Background: an optimization exercise with open tools, aiming at small area and a short achievable clock period. Do not read the settings as production practice. Only simulation tests tie the RTL to the original design; equivalence was not proved. Power is estimated from default activity; no workload was simulated.

==> flow/design.v (outline; a module is shown in full before it is edited, if it fits) <==
// module alu_top: 5278 lines
module alu_top(
    input             clk,
    input      [31:0] a,
    input      [31:0] b,
    input      [3:0]  opcode,
    input             cin,
    input             bin,
    input             en,
    output reg [31:0] sum,
    output reg [31:0] diff,
    output reg [31:0] result,
    output reg        cout,
    output reg        bout,
    output            zero,
    output            sign,
    output reg        carry,
    output reg        overflow,
    output            parity
);
  // ...
==> flow/run.sh <==
#!/bin/bash
# synth_recipe.tcl (not shown) runs the flow's synth.tcl, then flattens the netlist and writes it again
# the make line also repeats each setting of config.mk as NAME=value (left out here)
make -C /OpenROAD-flow-scripts/flow DESIGN_CONFIG=/design/flow/config.mk WORK_HOME=/design/flow/orfs CLKGATE_MAP_FILE= SYNTH_SCRIPT=/design/flow/synth_recipe.tcl finish
==> flow/config.mk <==
export PLATFORM = sky130hd
export DESIGN_NAME = alu_top
export DESIGN_NICKNAME = alu_top
export VERILOG_FILES = /design/flow/design.v
export SDC_FILE = /design/flow/constraint.sdc
export NUM_CORES = 4
export LEC_CHECK = 0
export ABC_AREA = 1
export CAP_MARGIN = 20
export CORE_MARGIN = 2
export CORE_UTILIZATION = 55
export PLACE_DENSITY = 0.7
export SLEW_MARGIN = 20
==> flow/constraint.sdc <==
create_clock -name core_clock -period 125.0 [get_ports {clk}]
set_input_delay 25.0000 -clock core_clock [delete_from_list [all_inputs] [get_ports {clk}]]
set_output_delay 25.0000 -clock core_clock [all_outputs]
set_load 0.01 [all_outputs]
==> impl_metrics.py, run 1 <==
metrics = {
    "timing": {
        "worst_clock_skew_ps": 14.5,
        "finalSetupTns_ps": 0,
        "min_period_ps": 59270,
    },
    "grt": {
        "antenna_found_initial": 7,
        "grt_pass1_vias": 39300,
        "gr-usage-met3": 0.0885,
    },
    "cells_and_area": {
        "nNetsFinal": 6791,
        "dominant_cells": "multi-input combinational cells",
        "clockNetworkAreaShare": 0.0155,
        "seq_share": 0.0924,
        "stdcell_area_sq_mm": 0.0422,
        "layout_commonest_cell": "nand2_1",
        "fillers": 6770,
        "num_antenna_cells": 2,
    },
    "synth": {
        "synth_warnings": 1,
        "synth_most_common_cell": "nand2_1",
        "yosys.area.top_type": "ha_1",
        "synth_edf_count": 0,
    },
    "power_and_ir_drop": {
        "swShare": 0.550,
        "p_int_w": 0.000283,
    },
    "clocking": {
        "clk_pin_slew_worst_paths_ps": 90,
        "post_cts_resized": 0,
        "htree_num_levels": 4,
        "cts_buffers": 17,
    },
    "floorplan": {
        "die_w_um": 271,
        "dieArea_sq_mm": 0.0734,
    },
    "critical_path": {
        "r2r_cells": 324,
        "worstSetupStartpoint": "op_q[0]$_DFF_P_",
        "r2r_slack_ps": 65730,
        "cp_slowest_cell": "o21ai_0",
    },
    "place": {
        "dpl_worst_slack_ps": 67200,
    },
    "route": {
        "ant_nets": 0,
        "drt-met1-wl_um": 60300,
    },
    "flow_run": {
        "cap_viol_max_count": 0,
    },
    "status": {
        "status": "complete, no violations",
    },
}
==> run 2: changes to the inputs <==
--- a/flow/config.mk
+++ b/flow/config.mk
@@ -8,6 +8,5 @@
 export ABC_AREA = 1
 export CAP_MARGIN = 20
 export CORE_MARGIN = 2
-export CORE_UTILIZATION = 55
-export PLACE_DENSITY = 0.7
+export CORE_UTILIZATION = 30
 export SLEW_MARGIN = 20
==> impl_metrics.py, run 2 <==
metrics = {
    "synth": {
        "synth_most_common_cell": "nand2_1",
        "synth_top_area_share": 0.174,
        "avgSynthCellArea_sq_um": 6.59,
        "synth_area_leaders": "ha_1 (17%), nand2_1 (12%), o21ai_0 (12%), fa_1 (11%), dfxtp_1 (10%)",
        "yosys.area.top_type": "ha_1",
        "synth_warnings": 1,
        "async_flop_share": 0,
        "synthesis.nets": 6775,
        "ys_seq_elements": 195,
        "synth_ff_type": "dfxtp_1",
        "yosysUniqueCellTypes": 64,
        "synthesis.area_sq_mm": 0.0392,
        "synthCells": 5952,
        "synth_commonest_cells": "nand2_1 (1231), o21ai_0 (902), inv_1 (737), ha_1 (544), a21oi_1 (366)",
        "synth_edf_count": 0,
        "yosysSeqAreaShare": 0.0996,
    },
    "cells_and_area": {
        "synthToLayoutAreaGrowth_pct": 10.3,
        "nNetsFinal": 6796,
        "drive_gt1_frac": 0.0538,
        "layout_commonest_cell": "nand2_1",
        "layout_common_cells": "nand2_1 (1226), o21ai_0 (902), inv_1 (736)",
        "final_util": 0.334,
    },
    "critical_path": {
        "r2r_slack_ps": 64120,
        "r2r_cells": 321,
        "worstPathMaxFanout": 48,
        "critPathBufInv": 28,
        "worstSetupStartpoint": "op_q[3]$_DFF_P_",
        "cp-start-kind": "flip-flop",
        "cp_slowest_cell": "nand2_1",
        "critPathTopFamily": "simple AND/OR/NAND/NOR gates",
        "cp_data_arrival_time_ps": 61170,
        "regToRegEndpoint": "result[23]$_SDFF_PN0_",
        "worst-path-stages": 321,
        "required_ps": 125290,
        "endpoint": "result[23]$_SDFF_PN0_",
        "r2r_start": "op_q[3]$_DFF_P_",
        "cp-end-kind": "flip-flop",
        "path_class": "reg2reg",
        "crit_path_frequent_cell": "nand2_1",
        "cpPeakStageDelay_ps": 870,
    },
    "timing": {
        "tightest_slew_ps": 1170,
        "final_hold_viol_count": 0,
        "rsz0062_at_grt": "no",
        "fmax_mhz": 16.4,
        "min_period_over_period": 0.487,
        "worst_clock_skew_ps": 33.7,
        "slew_violations": 0,
        "slew_headroom": 0.213,
        "min_period_ps": 60880,
        "finalSetupTns_ps": 0,
        "setup_viol": 0,
    },
    "grt": {
        "grt-ovfl-total": 0,
        "grt_pass1_wl_um": 246000,
        "grt_pass1_vias": 40600,
        "track_usage": 0.239,
        "antenna_found_initial": 8,
        "grt_max_degree": 59,
    },
    "clocking": {
        "root_buffer": "clkbuf_16",
        "clk_latency_ps": 470,
        "clk_path_buf_depth": 2,
        "cts_buffers": 17,
        "clock-sinks": 195,
        "cts_tree": "done",
        "clk_pin_slew_worst_paths_ps": 80,
        "post_cts_resized": 0,
        "postCtsHoldBufs": 0,
        "htree_num_levels": 4,
        "postCtsSetupRepairBufs": 0,
    },
    "place": {
        "routabilityCongestion": 1.00,
        "hpwl_um": 126000,
        "io_buffers": 174,
    },
    "route": {
        "drc": 0,
        "viasPerCell": 5.45,
        "ant_nets": 0,
        "drtPass1Iterations": 6,
        "vias": 42100,
        "wire_per_inst_um": 21.1,
        "wl_um": 163000,
        "drt_iter0_markers": 3920,
    },
    "floorplan": {
        "die_h_um": 366,
        "dieArea_sq_mm": 0.134,
        "die_w_um": 366,
        "start_util": 0.302,
        "row_count": 132,
        "boundaryPins": 175,
        "core_sq_mm": 0.130,
    },
    "status": {
        "status": "complete, no violations",
    },
    "flow_run": {
        "cap_viol_max_count": 0,
    },
    "power_and_ir_drop": {
        "p_per_area_mw_per_mm2": 14.6,
        "ir_drop_mv": 0.0108,
        "p_leak_nw": 20.8,
    },
    "worst_hold_path": {
        "hold_class": "reg2reg",
    },
}
[run 2: kinds of logic after synthesis]
group                      count (synthesis)  share of synthesized area
and+or+nand+nor                         2177                      0.244
AOI/OAI and AO/OA                       1535                      0.212
buffers and inverters                   1014                      0.102
adders and majority gates                751                      0.279
xor gates and xnor gates                 272                     0.0608
DFF                                      195                     0.0996
muxes                                      8                    0.00214
[run 2: worst reg2reg max path, delay by kind of cell, from the launching register on]
kind            cells  cell delay, ps
flops               1             380
compound gates     81           19700
buf+inv            28           10780
fa+ha+maj          23            8300
xor+xnor            1             180
simple gates      188           21400
[run 2: cell type report]
type	instances	area (sq um)
fill	14000	86400
clock buffer	18	429
tap	1742	2180
sequential	195	3900
inverter	767	2880
multi-input combinational	4743	31400
clock inverter	14	184
antenna	2	5.00
timing repair buffer	249	2300
[run 2: power by group]
group          internal (W)  switching (W)
combinational      0.000187       0.000311
sequential        0.0000691     0.00000680
clock             0.0000291      0.0000301
[run 2: metrics by stage]
| step | setup slack [ps] | cells | total power, W | area (sq um) | hold WS, ps |
|---|---|---|---|---|---|
| 3_5_place_dp | 65260 | 7696 | 0.000563 | 42600 | 554 |
| 5_1_grt | 57580 | 7728 | 0.000694 | 43300 | 649 |
| 6_report | 64120 | 7730 | 0.000632 | 43300 | 598 |
| 2_1_floorplan | 77960 | 5952 | 0.000430 | 39200 | 444 |
| 3_3_place_gp | 66360 | 7696 | 0.000561 | 42600 | 535 |
| 4_1_cts | 65050 | 7728 | 0.000625 | 43300 | 589 |
[run 2: metal layers]
metal	track usage	part of all wire	vias to the layer above
li1	-	-	19900
met1	0.320	0.42	19700
met2	0.387	0.44	2084
met3	0.0287	0.089	434
met4	0.101	0.050	4
met5	0	0.00017	-
[run 2: worst min-delay path by stage]
| stage | startpoint | endpoint | slack (ps) | cells past startpoint |
|---|---|---|---|---|
| after floorplan | en_q$_DFF_P_ | result[19]$_SDFF_PN0_ | 440 | 2 |
| after global placement | qk_q[1]$_DFF_P_ | result[21]$_SDFF_PN0_ | 540 | 2 |
| after detailed placement | qk_q[3]$_DFF_P_ | result[23]$_SDFF_PN0_ | 550 | 2 |
| after CTS | qk_q[1]$_DFF_P_ | result[21]$_SDFF_PN0_ | 590 | 2 |
| after global routing | qk_q[1]$_DFF_P_ | result[21]$_SDFF_PN0_ | 650 | 2 |
| final | qk_q[1]$_DFF_P_ | result[21]$_SDFF_PN0_ | 600 | 2 |
==> run 3: changes to the inputs <==
==> flow/flow/run.sh (new file) <==
#!/bin/bash
# The standard layout (the standard.sh), except that repair_timing aims for extra setup
# slack (SETUP_SLACK_MARGIN ns instead of 0): 80 ns up to clock-tree synthesis and 72 ns after
# global routing, so it sizes the long divider paths even though they meet the 125 ns clock.
set -euo pipefail
bash standard.sh SETUP_SLACK_MARGIN=80 cts > orfs_make_cts.log 2>&1
bash standard.sh SETUP_SLACK_MARGIN=72 grt > orfs_make_grt.log 2>&1
bash standard.sh finish > orfs_make_finish.log 2>&1
==> flow/standard.sh (new file) <==
#!/bin/bash
# synth_recipe.tcl (not shown) runs the flow's synth.tcl, then flattens the netlist and writes it again
# the make line also repeats each setting of config.mk as NAME=value (left out here)
make -C /OpenROAD-flow-scripts/flow DESIGN_CONFIG=/design/flow/config.mk WORK_HOME=/design/flow/orfs CLKGATE_MAP_FILE= SYNTH_SCRIPT=/design/flow/synth_recipe.tcl "${@:-finish}"
--- a/flow/config.mk
+++ b/flow/config.mk
@@ -8,5 +8,6 @@
 export ABC_AREA = 1
 export CAP_MARGIN = 20
 export CORE_MARGIN = 2
-export CORE_UTILIZATION = 30
+export CORE_UTILIZATION = 55
+export PLACE_DENSITY = 0.7
 export SLEW_MARGIN = 20
removed: flow/run.sh
==> impl_metrics.py, run 3 <==
metrics = {
    "status": {
        "status": "complete, no violations",
    },
    "route": {
        "viasPerCell": 6.21,
        "vias": 44300,
        "drt_iter0_markers": 5559,
        "wire_per_inst_um": 22.7,
        "drc": 0,
        "wl_um": 162000,
        "ant_nets": 0,
        "drtPass1Iterations": 9,
    },
    "synth": {
        "yosysSeqAreaShare": 0.0996,
        "synthesis.nets": 6775,
        "synth_most_common_cell": "nand2_1",
        "synth_commonest_cells": "nand2_1 (1231), o21ai_0 (902), inv_1 (737), ha_1 (544), a21oi_1 (366)",
        "synth_warnings": 1,
        "synth_edf_count": 0,
        "async_flop_share": 0,
        "ys_seq_elements": 195,
        "synthCells": 5952,
        "avgSynthCellArea_sq_um": 6.59,
        "synth_area_leaders": "ha_1 (17%), nand2_1 (12%), o21ai_0 (12%), fa_1 (11%), dfxtp_1 (10%)",
        "synth_top_area_share": 0.174,
        "yosysUniqueCellTypes": 64,
        "yosys.area.top_type": "ha_1",
        "synth_ff_type": "dfxtp_1",
        "synthesis.area_sq_mm": 0.0392,
    },
    "floorplan": {
        "row_count": 97,
        "start_util": 0.558,
        "boundaryPins": 175,
        "dieArea_sq_mm": 0.0734,
        "core_sq_mm": 0.0703,
        "die_h_um": 271,
        "die_w_um": 271,
    },
    "power_and_ir_drop": {
        "p_per_area_mw_per_mm2": 14.9,
        "ir_drop_mv": 0.0160,
        "p_leak_nw": 22.0,
    },
    "grt": {
        "grt_pass1_vias": 41800,
        "grt_pass1_wl_um": 245000,
        "track_usage": 0.430,
        "grt_max_degree": 51,
        "met2_usage": 0.658,
        "use_met1": 0.556,
        "busiest_layer": "met2",
        "grt-ovfl-total": 0,
        "antenna_found_initial": 9,
        "gr-usage-met3": 0.0935,
    },
    "cells_and_area": {
        "multi_input_area_sq_mm": 0.0326,
        "synthToLayoutAreaGrowth_pct": 15.3,
        "regArea_sq_mm": 0.00390,
        "layout_commonest_cell": "nand2_1",
        "nNetsFinal": 7000,
        "drive_gt1_frac": 0.119,
        "layout_common_cells": "nand2_1 (1213), o21ai_0 (764), inv_1 (715)",
        "fillers": 6513,
    },
    "timing": {
        "worst_clock_skew_ps": 17.2,
        "finalSetupTns_ps": 0,
        "slew_violations": 0,
        "slew_headroom": 0.273,
        "rsz0062_at_grt": "no",
        "tightest_slew_ps": 1090,
        "min_period_over_period": 0.370,
        "final_hold_viol_count": 0,
        "min_period_ps": 46270,
        "fmax_mhz": 21.6,
        "holdWs_ps": 600,
        "setup_viol": 0,
    },
    "critical_path": {
        "worst-path-stages": 335,
        "worstPathMaxFanout": 28,
        "crit_path_frequent_cell": "nand2_1",
        "worstSetupStartpoint": "op_q[0]$_DFF_P_",
        "cpPeakStageDelay_ps": 500,
        "cp_data_arrival_time_ps": 46670,
        "required_ps": 125400,
        "r2r_cells": 335,
        "critPathTopFamily": "simple AND/OR/NAND/NOR gates",
        "endpoint": "overflow$_DFF_P_",
        "cp_slowest_cell": "or4_1",
        "cp-start-kind": "flip-flop",
        "critPathBufInv": 31,
        "cp-end-kind": "flip-flop",
        "path_class": "reg2reg",
        "r2r_slack_ps": 78730,
        "r2r_start": "op_q[0]$_DFF_P_",
        "regToRegEndpoint": "overflow$_DFF_P_",
    },
    "flow_run": {
        "cap_viol_max_count": 0,
    },
    "clocking": {
        "postCtsHoldBufs": 0,
        "clk_pin_slew_worst_paths_ps": 90,
        "clk_path_buf_depth": 2,
        "root_buffer": "clkbuf_16",
        "cts_buffers": 17,
        "clock-sinks": 195,
        "clk_latency_ps": 470,
        "cts_tree": "done",
        "htree_num_levels": 4,
    },
    "worst_hold_path": {
        "hold_class": "reg2reg",
    },
    "place": {
        "hpwl_um": 118000,
        "routabilityCongestion": 1.01,
        "io_buffers": 174,
    },
}
==> run 3: worst register-to-register path, delay by kind of cell, from the launching register on <==
family          cells  cell delay, ps
buf+inv            31            4080
xor+xnor            3             480
flops               1             370
simple gates      199           20120
compound gates     79           13580
fa+ha+maj          23            7660
==> run 3: routing by layer <==
layer  part of all wire  routed length (um)
met5            0.00057                  93
met4              0.068               11100
met3               0.13               20400
met2               0.42               68400
met1               0.38               62100
==> run 3: repair_timing <==
action / in CTS / in global routing
setup buffers: 174 / 0
resized for setup: 451 / 0
setup endpoints to repair: 47 / 0
==> run 3: per-stage QoR <==
step	area, sq um	setup slack, ps	cells	utilization	total power, W
after floorplan	39300	80020	5952	-	0.000431
after global placement	41600	68060	6888	0.592	0.000555
after detailed placement	41600	66920	6888	0.592	0.000558
after CTS	45200	80020	7129	0.643	0.000652
after global routing	45200	74010	7129	0.643	0.000730
final	45200	78730	7133	0.644	0.000672
==> run 3: logic make-up (layout without fill, tap and decap cells) <==
logic type,Yosys count,count (layout),synth area share
muxes,8,8,0.00214
adders and majority gates,751,751,0.279
AOI/OAI and AO/OA,1535,1535,0.212
buffers and inverters,1014,1240,0.102
DFF,195,195,0.0996
other,0,4,0
xor gates and xnor gates,272,272,0.0608
and+or+nand+nor,2177,2188,0.244
==> run 3: final cells by class <==
cell class | count | area share
diodes | 4 | 0.000221
clock buffers | 17 | 0.00941
clock inverters | 14 | 0.00398
inverters | 767 | 0.0678
multi-input cells | 4754 | 0.720
flip-flops and latches | 195 | 0.0863
well taps | 940 | 0.0260
repair buffers | 419 | 0.0822
repair inverters | 23 | 0.00393
==> run 3: report_power, final <==
group	switching, W	internal (W)
Combinational	0.000331	0.000207
Clock	0.0000301	0.0000272
Sequential	0.00000758	0.0000691
==> run 3: worst min path at each step <==
stage	start	end	slack [ps]	cells after the start
finish	qk_q[1]$_DFF_P_	result[21]$_SDFF_PN0_	600	2
global placement	qk_q[1]$_DFF_P_	result[21]$_SDFF_PN0_	560	2
floorplan	en_q$_DFF_P_	result[19]$_SDFF_PN0_	440	2
global route	qk_q[1]$_DFF_P_	result[21]$_SDFF_PN0_	640	2
CTS	qk_q[3]$_DFF_P_	result[23]$_SDFF_PN0_	580	2
detailed placement	qk_q[1]$_DFF_P_	result[21]$_SDFF_PN0_	570	2
==> run 4: changes to the inputs <==
==> flow/flow/run.sh (replaced) <==
#!/bin/bash
# The standard layout (the standard.sh), except that up to clock-tree synthesis
# repair_timing aims for SETUP_SLACK_MARGIN ns of setup slack instead of 0, so it sizes the
# long divider paths even though they meet the 125 ns clock. Routing and the rest run as in
# the standard flow.
set -euo pipefail
bash standard.sh SETUP_SLACK_MARGIN=86 cts > orfs_make_cts.log 2>&1
bash standard.sh finish > orfs_make_finish.log 2>&1
==> impl_metrics.py, run 4 <==
metrics = {
    "critical_path": {
        "cp_data_arrival_time_ps": 45530,
        "cpPeakStageDelay_ps": 540,
        "required_ps": 125370,
        "cp-start-kind": "input port",
        "crit_path_frequent_cell": "nand2_1",
        "critPathBufInv": 22,
        "worstPathMaxFanout": 11,
        "cp_slowest_cell": "or4_4",
        "critPathTopFamily": "simple AND/OR/NAND/NOR gates",
        "r2r_slack_ps": 81490,
        "cp-end-kind": "flip-flop",
        "path_class": "in2reg",
    },
    "place": {
        "hpwl_um": 120000,
        "io_buffers": 174,
        "routabilityCongestion": 1.04,
    },
    "synth": {
        "synth_warnings": 1,
        "synthCells": 5952,
        "synthesis.area_sq_mm": 0.0392,
        "synth_edf_count": 0,
        "yosys.area.top_type": "ha_1",
        "synth_most_common_cell": "nand2_1",
        "synth_area_leaders": "ha_1 (17%), nand2_1 (12%), o21ai_0 (12%), fa_1 (11%), dfxtp_1 (10%)",
        "synth_commonest_cells": "nand2_1 (1231), o21ai_0 (902), inv_1 (737), ha_1 (544), a21oi_1 (366)",
        "yosysUniqueCellTypes": 64,
        "async_flop_share": 0,
        "ys_seq_elements": 195,
        "synth_top_area_share": 0.174,
        "synth_ff_type": "dfxtp_1",
        "yosysSeqAreaShare": 0.0996,
        "synthesis.nets": 6775,
        "avgSynthCellArea_sq_um": 6.59,
    },
    "clocking": {
        "clk_latency_ps": 480,
        "clk_pin_slew_worst_paths_ps": 90,
        "root_buffer": "clkbuf_16",
        "htree_num_levels": 4,
        "cts_tree": "done",
        "clock-sinks": 195,
        "cts_buffers": 17,
        "clk_path_buf_depth": 2,
    },
    "route": {
        "wl_um": 174000,
        "drtPass1Iterations": 10,
        "vias": 46500,
        "drc": 0,
        "wire_per_inst_um": 23.4,
        "viasPerCell": 6.25,
        "drt_iter0_markers": 6014,
        "ant_nets": 0,
    },
    "power_and_ir_drop": {
        "finalPower_w": 0.000802,
        "p_leak_nw": 24.0,
        "ir_drop_mv": 0.0152,
        "p_per_area_mw_per_mm2": 15.9,
    },
    "cells_and_area": {
        "nNetsFinal": 7307,
        "fillers": 5857,
        "layout_common_cells": "nand2_1 (1130), inv_1 (694), o21ai_0 (657)",
        "layout_commonest_cell": "nand2_1",
        "synthToLayoutAreaGrowth_pct": 28.4,
        "drive_gt1_frac": 0.223,
    },
    "worst_hold_path": {
        "hold_class": "reg2reg",
    },
    "grt": {
        "grt_pass1_wl_um": 263000,
        "grt_max_degree": 50,
        "antenna_found_initial": 14,
        "grt_pass1_vias": 45300,
        "track_usage": 0.463,
        "grt-ovfl-total": 0,
    },
    "timing": {
        "final_hold_viol_count": 0,
        "slew_violations": 0,
        "setup_viol": 0,
        "slew_headroom": 0.214,
        "worst_clock_skew_ps": 22.2,
        "rsz0062_at_grt": "no",
        "holdWs_ps": 569,
        "fmax_mhz": 22.1,
        "min_period_ps": 45160,
        "finalSetupTns_ps": 0,
        "min_period_over_period": 0.361,
        "tightest_slew_ps": 1180,
    },
    "floorplan": {
        "start_util": 0.558,
        "die_h_um": 271,
        "row_count": 97,
        "boundaryPins": 175,
        "dieArea_sq_mm": 0.0734,
        "die_w_um": 271,
        "core_sq_mm": 0.0703,
    },
    "status": {
        "status": "complete, no violations",
    },
    "flow_run": {
        "cap_viol_max_count": 0,
    },
}
==> run 4: metal layers <==
layer  global-route usage  vias to the layer above  wire length, um
li1                     -                    21000                -
met1                0.578                    21700            65100
met2                0.702                     3063            73000
met3                0.124                      772            22100
met4                0.299                       16            13600
met5                    0                        -              115
==> run 4: layout make-up <==
cell class | count | area, sq um | area share
repair inverters | 35 | 410 | 0.00815
inverters | 767 | 3100 | 0.0617
well taps | 940 | 1180 | 0.0234
diodes | 1 | 2.50 | 0.0000497
multi-input cells | 4769 | 35100 | 0.698
clock buffers | 17 | 425 | 0.00845
clock inverters | 15 | 226 | 0.00450
flip-flops and latches | 195 | 3910 | 0.0777
repair buffers | 699 | 5930 | 0.118
==> run 4: power by group <==
group          total [W]  switching [W]  internal [W]
Clock          0.0000605      0.0000321     0.0000284
Sequential     0.0000771     0.00000792     0.0000691
Combinational   0.000665       0.000382      0.000282
==> run 4: worst min-delay path, delay by kind of cell, from the launching register on <==
family	cells	cell delay, ps
flops	1	320
compound gates	2	220
==> run 4: kinds of logic (layout without fill, tap and decap cells) <==
group           count (synthesis)  in the layout  synth area share
flops                         195            195            0.0996
xor+xnor                      272            272            0.0608
fa+ha+maj                     751            751             0.279
compound gates               1535           1535             0.212
buf+inv                      1014           1533             0.102
simple gates                 2177           2203             0.244
mux                             8              8           0.00214
other cells                     0              1                 0
==> run 4: per-stage QoR <==
step / instances / setup slack, ps / util / cell area, sq um
global placement: 6894 / 76280 / 0.605 / 42500
global route: 7437 / 78120 / 0.716 / 50300
detailed placement: 6894 / 75290 / 0.605 / 42500
CTS: 7437 / 80290 / 0.716 / 50300
floorplan: 5952 / 81800 / - / 40600
finish: 7438 / 79840 / 0.716 / 50300
==> run 4: timing repair <==
item / CTS / global route
hold buffers: 0 / 0
gates resized for setup: 801 / 0
endpoints found under the setup margin: 49 / 0
setup buffers: 445 / 0
hold endpoints to repair: 0 / 0
==> run 4: path summary, 6_finish.rpt <==
path,from,to,cells after the start
min,qk_q[1]$_DFF_P_,result[21]$_SDFF_PN0_,2
max,b[17],rk_q[11]$_DFF_P_,142
max reg2reg,b_q[31]$_DFF_P_,overflow$_DFF_P_,333
min reg2reg,qk_q[1]$_DFF_P_,result[21]$_SDFF_PN0_,2
==> run 5: changes to the inputs <==
--- a/flow/flow/run.sh
+++ b/flow/flow/run.sh
@@ -4,5 +4,5 @@
 # long divider paths even though they meet the 125 ns clock. Routing and the rest run as in
 # the standard flow.
 set -euo pipefail
-bash standard.sh SETUP_SLACK_MARGIN=86 cts > orfs_make_cts.log 2>&1
+bash standard.sh SETUP_SLACK_MARGIN=81 cts > orfs_make_cts.log 2>&1
 bash standard.sh finish > orfs_make_finish.log 2>&1
==> impl_metrics.py, run 5 <==
metrics = {
    "route": {
        "drt_iter0_markers": 5363,
        "ant_nets": 0,
        "drtPass1Iterations": 7,
        "drc": 0,
        "vias": 44700,
        "wl_um": 164000,
        "viasPerCell": 6.22,
        "wire_per_inst_um": 22.8,
    },
    "synth": {
        "synth_simple_gate_area_frac": 0.244,
        "synthesis.area_sq_mm": 0.0392,
        "synth_ff_type": "dfxtp_1",
        "yosysUniqueCellTypes": 64,
        "synth_warnings": 1,
        "muxShareOfSynthArea": 0.00214,
        "synth_top_area_share": 0.174,
        "async_flop_share": 0,
        "ys_seq_elements": 195,
        "synth_top_family_by_area": "adder cells",
        "yosys.area.top_type": "ha_1",
        "synth_compound_area_frac": 0.212,
        "synth_edf_count": 0,
        "synth_fa_ha_area_frac": 0.279,
        "synth_most_common_cell": "nand2_1",
        "synth-xor-area-share": 0.0608,
        "synthCells": 5952,
        "synth_commonest_cells": "nand2_1 (1231), o21ai_0 (902), inv_1 (737), ha_1 (544), a21oi_1 (366)",
        "yosysSeqAreaShare": 0.0996,
        "synth_area_leaders": "ha_1 (17%), nand2_1 (12%), o21ai_0 (12%), fa_1 (11%), dfxtp_1 (10%)",
        "avgSynthCellArea_sq_um": 6.59,
        "synthesis.nets": 6775,
    },
    "power_and_ir_drop": {
        "p_int_w": 0.000313,
        "p_leak_nw": 22.5,
        "ir_drop_mv": 0.0148,
        "p_per_area_mw_per_mm2": 14.9,
        "swShare": 0.548,
        "seqPwrFrac": 0.111,
        "combPwrFrac": 0.805,
        "switchingPower_w": 0.000379,
        "clock_power_share": 0.084,
    },
    "timing": {
        "final_hold_viol_count": 0,
        "setup_viol": 0,
        "tightest_slew_ps": 1120,
        "holdWs_ps": 583,
        "slew_headroom": 0.245,
        "finalSetupTns_ps": 0,
        "min_period_over_period": 0.364,
        "fmax_mhz": 22.0,
        "worst_clock_skew_ps": 16.4,
        "setup_ws_ps": 79470,
        "rsz0062_at_grt": "no",
        "slew_violations": 0,
        "min_period_ps": 45530,
    },
    "critical_path": {
        "required_ps": 125350,
        "cp-end-kind": "flip-flop",
        "worstSetupStartpoint": "b[12]",
        "cp_slowest_cell": "nor4_4",
        "cp_data_arrival_time_ps": 45880,
        "r2r_start": "op_q[0]$_DFF_P_",
        "crit_path_frequent_cell": "nand2_1",
        "path_class": "in2reg",
        "worstPathMaxFanout": 7,
        "cpPeakStageDelay_ps": 430,
        "critPathTopFamily": "simple AND/OR/NAND/NOR gates",
        "cp-start-kind": "input port",
        "critPathBufInv": 29,
    },
    "status": {
        "status": "complete, no violations",
    },
    "grt": {
        "grt_pass1_wl_um": 247000,
        "grt_max_degree": 48,
        "use_met1": 0.554,
        "gr-usage-met3": 0.115,
        "busiest_layer": "met2",
        "grt_pass1_vias": 42200,
        "grt-ovfl-total": 0,
        "met2_usage": 0.655,
        "antenna_found_initial": 7,
        "track_usage": 0.435,
    },
    "floorplan": {
        "die_h_um": 271,
        "start_util": 0.558,
        "row_count": 97,
        "die_w_um": 271,
        "boundaryPins": 175,
        "dieArea_sq_mm": 0.0734,
        "core_sq_mm": 0.0703,
    },
    "worst_hold_path": {
        "min_from": "qk_q[1]$_DFF_P_",
        "hold_class": "reg2reg",
    },
    "cells_and_area": {
        "final_util": 0.659,
        "drive_gt1_frac": 0.140,
        "fillers": 6384,
        "synthToLayoutAreaGrowth_pct": 18.1,
        "fin_cells": 7195,
        "layout_common_cells": "nand2_1 (1200), o21ai_0 (741), inv_1 (712)",
        "layout_commonest_cell": "nand2_1",
        "nNetsFinal": 7060,
    },
    "clocking": {
        "cts_tree": "done",
        "htree_num_levels": 4,
        "clock-sinks": 195,
        "root_buffer": "clkbuf_16",
        "clk_latency_ps": 470,
        "clk_pin_slew_worst_paths_ps": 90,
        "clk_path_buf_depth": 2,
        "cts_buffers": 17,
    },
    "place": {
        "io_buffers": 174,
        "routabilityCongestion": 1.03,
        "dp.cells": 6896,
        "dpl_worst_slack_ps": 69430,
        "hpwl_um": 118000,
    },
    "flow_run": {
        "cap_viol_max_count": 0,
    },
}
[run 5: cell types whose count changed in the layout (fill, tap and decap cells not counted), moves of 41 or more]
cell and change:
nand2_2 -58, nand2_1 +70, o21ai_0 +84, buf_4 -219, o21ai_2 -57, ha_1 +41
[run 5: area by class of cell]
class / instances / area [sq um] / area share
timing repair buffer: 478 / 4260 / 0.0920
timing repair inverter: 22 / 204 / 0.00440
sequential: 195 / 3900 / 0.0843
inverter: 767 / 3060 / 0.0661
clock inverter: 14 / 183 / 0.00394
clock buffer: 17 / 425 / 0.00918
multi-input combinational: 4756 / 33100 / 0.714
antenna: 6 / 15.0 / 0.000324
tap: 940 / 1180 / 0.0254
[run 5: worst paths after layout]
kind	endpoint	slack (ps)	cells after the start
setup / recovery	rk_q[11]$_DFF_P_	79470	145
hold / removal	result[21]$_SDFF_PN0_	580	2
hold reg to reg	result[21]$_SDFF_PN0_	580	2
setup reg to reg	result[23]$_SDFF_PN0_	79630	330
[run 5: logic make-up after synthesis]
kind of cell,count (synthesis)
AOI/OAI and AO/OA,1535
xor gates and xnor gates,272
adders and majority gates,751
buffers and inverters,1014
DFF,195
muxes,8
and+or+nand+nor,2177
[run 5: power groups by stage]
stage | combinational [W] | clock, W | sequential [W]
2_1_floorplan | 0.000356 | 0 | 0.0000766
3_3_place_gp | 0.000480 | 0 | 0.0000777
3_5_place_dp | 0.000482 | 0 | 0.0000775
4_1_cts | 0.000534 | 0.0000579 | 0.0000762
5_1_grt | 0.000611 | 0.0000599 | 0.0000770
6_report | 0.000557 | 0.0000578 | 0.0000768
[run 5: worst register-to-register path, delay by kind of cell (launching register included)]
kind	cells	cell delay, ps
mux	1	380
buf+inv	27	3860
simple gates	205	20330
xor+xnor	2	280
fa+ha+maj	23	7630
compound gates	72	12420
flops	1	360
[run 5: per-layer routing]
metal / wire length (um) / vias to the layer above
met3: 21900 / 690
met1: 61800 / 20600
met2: 68600 / 3005
met5: 36 / -
li1: - / 20500
met4: 12000 / 8
[run 5: timing repair]
item / 4_1_cts / 5_1_grt
resized for setup: 542 / 0
buffers inserted: 218 / 0
setup endpoints to repair: 47 / 0
hold buffers: 0 / 0
[run 5: stage by stage]
stage,area [sq um],power (W)
3_5_place_dp,41800,0.000560
4_1_cts,46300,0.000669
5_1_grt,46300,0.000748
2_1_floorplan,39500,0.000433
6_report,46300,0.000691
3_3_place_gp,41800,0.000557
==> run 6: changes to the inputs <==
--- a/flow/flow/run.sh
+++ b/flow/flow/run.sh
@@ -4,5 +4,5 @@
 # long divider paths even though they meet the 125 ns clock. Routing and the rest run as in
 # the standard flow.
 set -euo pipefail
-bash standard.sh SETUP_SLACK_MARGIN=81 cts > orfs_make_cts.log 2>&1
+bash standard.sh SETUP_SLACK_MARGIN=78 cts > orfs_make_cts.log 2>&1
 bash standard.sh finish > orfs_make_finish.log 2>&1
==> impl_metrics.py, run 6 <==
metrics = {
    "timing": {
        "min_period_ps": 48160,
        "rsz0062_at_grt": "no",
        "slew_violations": 0,
        "holdWs_ps": 581,
        "worst_clock_skew_ps": 18.1,
        "setup_viol": 0,
        "min_period_over_period": 0.385,
        "tightest_slew_ps": 1070,
        "finalSetupTns_ps": 0,
        "fmax_mhz": 20.8,
        "slew_headroom": 0.285,
        "final_hold_viol_count": 0,
    },
    "route": {
        "vias": 43000,
        "viasPerCell": 6.15,
        "wire_per_inst_um": 22.2,
        "drt_iter0_markers": 5064,
        "drtPass1Iterations": 8,
        "wl_um": 155000,
        "ant_nets": 0,
        "drc": 0,
    },
    "synth": {
        "synth_ff_type": "dfxtp_1",
        "yosysUniqueCellTypes": 64,
        "synth_edf_count": 0,
        "synth_top_area_share": 0.174,
        "async_flop_share": 0,
        "synthesis.area_sq_mm": 0.0392,
        "synthCells": 5952,
        "synthesis.nets": 6775,
        "yosys.area.top_type": "ha_1",
        "synth_area_leaders": "ha_1 (17%), nand2_1 (12%), o21ai_0 (12%), fa_1 (11%), dfxtp_1 (10%)",
        "synth_commonest_cells": "nand2_1 (1231), o21ai_0 (902), inv_1 (737), ha_1 (544), a21oi_1 (366)",
        "ys_seq_elements": 195,
        "synth_most_common_cell": "nand2_1",
        "avgSynthCellArea_sq_um": 6.59,
        "synth_warnings": 1,
        "yosysSeqAreaShare": 0.0996,
    },
    "cells_and_area": {
        "nNetsFinal": 6859,
        "drive_gt1_frac": 0.0775,
        "layout_common_cells": "nand2_1 (1225), o21ai_0 (834), inv_1 (727)",
        "fillers": 6776,
        "layout_commonest_cell": "nand2_1",
        "fin_cells": 6991,
        "synthToLayoutAreaGrowth_pct": 10.6,
    },
    "critical_path": {
        "cp-start-kind": "flip-flop",
        "cpPeakStageDelay_ps": 460,
        "required_ps": 125390,
        "cp_data_arrival_time_ps": 48550,
        "worstPathMaxFanout": 45,
        "cp-end-kind": "flip-flop",
        "path_class": "reg2reg",
        "critPathTopFamily": "simple AND/OR/NAND/NOR gates",
        "crit_path_frequent_cell": "nand2_1",
        "cp_slowest_cell": "fa_1",
        "critPathBufInv": 30,
    },
    "grt": {
        "grt-ovfl-total": 0,
        "grt_pass1_wl_um": 236000,
        "grt_pass1_vias": 40100,
        "antenna_found_initial": 3,
        "grt_max_degree": 49,
        "track_usage": 0.413,
    },
    "place": {
        "hpwl_um": 117000,
        "io_buffers": 174,
        "dp.cells": 6897,
        "routabilityCongestion": 1.01,
    },
    "clocking": {
        "clk_latency_ps": 470,
        "postCtsHoldBufs": 0,
        "clock-sinks": 195,
        "cts_buffers": 17,
        "htree_num_levels": 4,
        "cts_tree": "done",
        "clk_path_buf_depth": 2,
        "clk_pin_slew_worst_paths_ps": 90,
        "root_buffer": "clkbuf_16",
    },
    "power_and_ir_drop": {
        "p_per_area_mw_per_mm2": 14.9,
        "p_leak_nw": 21.2,
        "ir_drop_mv": 0.0135,
    },
    "floorplan": {
        "die_h_um": 271,
        "die_w_um": 271,
        "core_sq_mm": 0.0703,
        "row_count": 97,
        "start_util": 0.558,
        "dieArea_sq_mm": 0.0734,
        "boundaryPins": 175,
    },
    "status": {
        "status": "complete, no violations",
    },
    "worst_hold_path": {
        "hold_class": "reg2reg",
    },
    "flow_run": {
        "cap_viol_max_count": 0,
    },
}
[run 6: cell counts after synthesis]
No cell type changed its count.
[run 6: cell families after synthesis]
| family | count (synthesis) | synth area share |
|---|---|---|
| AND/OR/NAND/NOR | 2177 | 0.244 |
| AO/OA/AOI/OAI | 1535 | 0.212 |
| buffers and inverters | 1014 | 0.102 |
| adder cells (fa/ha/maj) | 751 | 0.279 |
| XOR/XNOR | 272 | 0.0608 |
| flip-flops | 195 | 0.0996 |
| multiplexers | 8 | 0.00214 |
[run 6: worst min-delay path, cell delays in order, from the launching register on]
cell,delay (ps)
dfxtp_1,340
a2111oi_0,90
a21oi_1,110
[run 6: where the power goes]
| group | switching (W) | internal [W] |
|---|---|---|
| registers | 0.00000743 | 0.0000691 |
| clock network | 0.0000305 | 0.0000300 |
| logic | 0.000314 | 0.000194 |
| total | 0.000352 | 0.000293 |
[run 6: metal layers]
layer  vias to the layer above  GRT usage  wire (um)
li1                      20000          -          -
met1                     20000      0.546      61600
met2                      2491      0.636      66000
met3                       542     0.0815      18100
met4                         0      0.215       9570
met5                         -          0          0
[run 6: final timing paths]
kind                   start                     to  slack (ps)  depth (start not counted)
max          op_q[3]$_DFF_P_       overflow$_DFF_P_       76840                        327
min          qk_q[3]$_DFF_P_  result[23]$_SDFF_PN0_         580                          2
min reg2reg  qk_q[3]$_DFF_P_  result[23]$_SDFF_PN0_         580                          2
max reg2reg  op_q[3]$_DFF_P_       overflow$_DFF_P_       76840                        327
[run 6: layout make-up]
type	instances	area (sq um)	area share
flip-flops and latches	195	3900	0.0900
diodes	2	5.00	0.000115
clock inverters	15	234	0.00539
clock buffers	17	425	0.00981
well taps	940	1180	0.0271
multi-input cells	4747	31800	0.733
repair buffers	294	2690	0.0621
repair inverters	14	96.3	0.00222
inverters	767	3030	0.0699
[run 6: stage by stage]
| stage | setup slack [ps] | util | power [W] | area [sq um] |
|---|---|---|---|---|
| 2_1_floorplan | 78400 | - | 0.000430 | 39200 |
| 3_3_place_gp | 69150 | 0.593 | 0.000553 | 41600 |
| 3_5_place_dp | 67610 | 0.593 | 0.000556 | 41600 |
| 4_1_cts | 78020 | 0.617 | 0.000633 | 43400 |
| 5_1_grt | 72030 | 0.617 | 0.000705 | 43400 |
| 6_report | 76840 | 0.617 | 0.000645 | 43400 |
[run 6: timing repair]
| item | CTS | global route |
|---|---|---|
| setup endpoints to repair | 47 | 0 |
| gates resized for setup | 223 | 0 |
| endpoints found under the hold margin | 0 | 0 |
| buffers inserted | 42 | 0 |
==> run 7: changes to the inputs <==
--- a/flow/config.mk
+++ b/flow/config.mk
@@ -8,6 +8,6 @@
 export ABC_AREA = 1
 export CAP_MARGIN = 20
 export CORE_MARGIN = 2
-export CORE_UTILIZATION = 55
-export PLACE_DENSITY = 0.7
+export CORE_UTILIZATION = 65
+export PLACE_DENSITY = 0.8
 export SLEW_MARGIN = 20
==> impl_metrics.py, run 7 <==
metrics = {
    "cells_and_area": {
        "layout_common_cells": "nand2_1 (1223), o21ai_0 (822), inv_1 (726)",
        "fin_cells": 6807,
        "layout_commonest_cell": "nand2_1",
        "nNetsFinal": 6833,
        "synthToLayoutAreaGrowth_pct": 9.69,
        "drive_gt1_frac": 0.0731,
    },
    "clocking": {
        "root_buffer": "clkbuf_16",
        "clk_latency_ps": 470,
        "cts_tree": "done",
        "cts_buffers": 17,
        "htree_num_levels": 4,
        "clk_pin_slew_worst_paths_ps": 90,
        "postCtsHoldBufs": 0,
        "clk_path_buf_depth": 2,
        "clock-sinks": 195,
    },
    "critical_path": {
        "worstPathMaxFanout": 46,
        "cpPeakStageDelay_ps": 560,
        "required_ps": 125400,
        "cp-start-kind": "flip-flop",
        "cp-end-kind": "flip-flop",
        "crit_path_frequent_cell": "nand2_1",
        "cp_slowest_cell": "buf_4",
        "cp_data_arrival_time_ps": 48820,
        "path_class": "reg2reg",
    },
    "timing": {
        "setup_viol": 0,
        "min_period_over_period": 0.387,
        "final_hold_viol_count": 0,
        "fmax_mhz": 20.7,
        "slew_headroom": 0.172,
        "worst_clock_skew_ps": 19.7,
        "slew_violations": 0,
        "holdWs_ps": 509,
        "min_period_ps": 48420,
        "finalSetupTns_ps": 0,
        "rsz0062_at_grt": "no",
        "tightest_slew_ps": 1210,
    },
    "route": {
        "drc": 0,
        "vias": 43600,
        "viasPerCell": 6.40,
        "wl_um": 152000,
        "ant_nets": 0,
        "wire_per_inst_um": 22.4,
        "drtPass1Iterations": 7,
        "drt_iter0_markers": 5925,
    },
    "floorplan": {
        "core_sq_mm": 0.0600,
        "die_w_um": 250,
        "dieArea_sq_mm": 0.0623,
        "die_h_um": 250,
        "start_util": 0.653,
        "boundaryPins": 175,
        "row_count": 90,
    },
    "grt": {
        "antenna_found_initial": 7,
        "track_usage": 0.477,
        "grt_pass1_wl_um": 232000,
        "grt-ovfl-total": 0,
        "grt_max_degree": 62,
        "grt_pass1_vias": 41100,
    },
    "power_and_ir_drop": {
        "combPwrFrac": 0.787,
        "p_int_w": 0.000289,
        "p_leak_nw": 21.1,
        "clock_power_share": 0.094,
        "p_per_area_mw_per_mm2": 15.0,
        "ir_drop_mv": 0.0123,
        "swShare": 0.551,
        "seqPwrFrac": 0.119,
        "switchingPower_w": 0.000354,
    },
    "synth": {
        "synth_top_area_share": 0.174,
        "synthCells": 5952,
        "synth_most_common_cell": "nand2_1",
        "async_flop_share": 0,
        "synthesis.nets": 6775,
        "synth_area_leaders": "ha_1 (17%), nand2_1 (12%), o21ai_0 (12%), fa_1 (11%), dfxtp_1 (10%)",
        "synth_commonest_cells": "nand2_1 (1231), o21ai_0 (902), inv_1 (737), ha_1 (544), a21oi_1 (366)",
        "yosys.area.top_type": "ha_1",
        "yosysUniqueCellTypes": 64,
        "synth_edf_count": 0,
        "yosysSeqAreaShare": 0.0996,
        "synthesis.area_sq_mm": 0.0392,
        "synth_ff_type": "dfxtp_1",
        "synth_warnings": 1,
        "ys_seq_elements": 195,
        "avgSynthCellArea_sq_um": 6.59,
    },
    "place": {
        "io_buffers": 174,
        "hpwl_um": 114000,
        "routabilityCongestion": 1.05,
        "dp.cells": 6729,
    },
    "flow_run": {
        "cap_viol_max_count": 0,
    },
    "status": {
        "status": "complete, no violations",
    },
    "worst_hold_path": {
        "hold_class": "reg2reg",
    },
}
-- run 7: cell counts after synthesis --
Identical to the previous run, type by type.
-- run 7: per-stage QoR --
stage | instance area [sq um] | setup WS, ps | power [W] | util
6_report | 43000 | 76590 | 0.000643 | 0.717
5_1_grt | 43000 | 71540 | 0.000699 | 0.717
3_5_place_dp | 41400 | 67580 | 0.000553 | 0.689
4_1_cts | 43000 | 78030 | 0.000626 | 0.717
2_1_floorplan | 39200 | 78400 | 0.000430 | -
3_3_place_gp | 41400 | 69220 | 0.000547 | 0.689
-- run 7: worst paths after layout --
| check | start | endpoint | slack [ps] | depth (start not counted) |
|---|---|---|---|---|
| setup / recovery | op_q[2]$_DFF_P_ | overflow$_DFF_P_ | 76590 | 332 |
| setup reg to reg | op_q[2]$_DFF_P_ | overflow$_DFF_P_ | 76590 | 332 |
| hold / removal | en_q$_DFF_P_ | result[18]$_SDFF_PN0_ | 510 | 2 |
| hold reg to reg | en_q$_DFF_P_ | result[18]$_SDFF_PN0_ | 510 | 2 |
-- run 7: cells by family after synthesis --
| logic type | synth area share |
|---|---|
| DFF | 0.0996 |
| xor gates and xnor gates | 0.0608 |
| adders and majority gates | 0.279 |
| buffers and inverters | 0.102 |
| AOI/OAI and AO/OA | 0.212 |
| muxes | 0.00214 |
| and+or+nand+nor | 0.244 |
-- run 7: final cells by class --
cell class	instances	area (sq um)
well taps	782	978
fillers	5225	17000
diodes	2	5.00
flip-flops and latches	195	3900
repair buffers	271	2590
repair inverters	11	80.1
clock inverters	15	224
clock buffers	17	425
inverters	767	3000
multi-input cells	4747	31800
-- run 7: metal layers --
| layer | track usage | share of wire |
|---|---|---|
| met1 | 0.601 | 0.36 |
| met2 | 0.712 | 0.41 |
| met3 | 0.126 | 0.14 |
| met4 | 0.330 | 0.085 |
| met5 | 0 | 0.00030 |
-- run 7: timing repair --
item,in CTS,in global routing
setup endpoints to repair,47,0
buffers inserted,26,0
gates resized for setup,225,0
-- run 7: power by group through the flow --
stage	Clock (W)	Combinational, W	Sequential (W)
global placement	0	0.000469	0.0000773
global route	0.0000624	0.000560	0.0000767
floorplan	0	0.000353	0.0000766
CTS	0.0000600	0.000490	0.0000760
finish	0.0000604	0.000507	0.0000764
detailed placement	0	0.000476	0.0000772
-- run 7: critical path: cells and delay by family, from the launching register on --
kind / cells / cell delay, ps
buffers and inverters: 28 / 4670
and+or+nand+nor: 198 / 20340
AOI/OAI and AO/OA: 84 / 14770
adders and majority gates: 22 / 7870
DFF: 1 / 380

-- afterwards: timing with drivers on the ports --
The results above use ideal ports. As a check the final layouts listed here were re-extracted and re-timed, cells and wires unchanged. Step 1 sets driving cells, clkbuf_16 on the clock port and buf_2 on the other inputs (assumed; they add their load-dependent delay and slew). Step 2 times the ports against the registers' clock, not the clock port: input delays grow and output delays shrink by t, the midpoint of the rising clock arrivals with the driver on. a / b / c = ideal ports / drivers / drivers and shift; a / b = the first two.
run	shift t [ns]	slack for setup (ns)	worst setup path after step 2
run 1	0.503	65.731 / 65.731 / 65.731	register to register
run 2	0.490	64.116 / 64.116 / 64.116	register to register
run 3	0.518	78.730 / 78.730 / 78.701	input to register
run 4	0.514	79.835 / 79.846 / 79.332	input to register
run 5	0.506	79.471 / 79.496 / 78.990	input to register
run 6	0.506	76.842 / 76.842 / 76.842	register to register
run 7	0.512	76.585 / 76.585 / 76.585	register to register
After both steps every run listed still meets setup and hold. The setup slack of run 4, which loses most, moves by +0.011 ns with the drivers and by -0.503 ns with both steps.
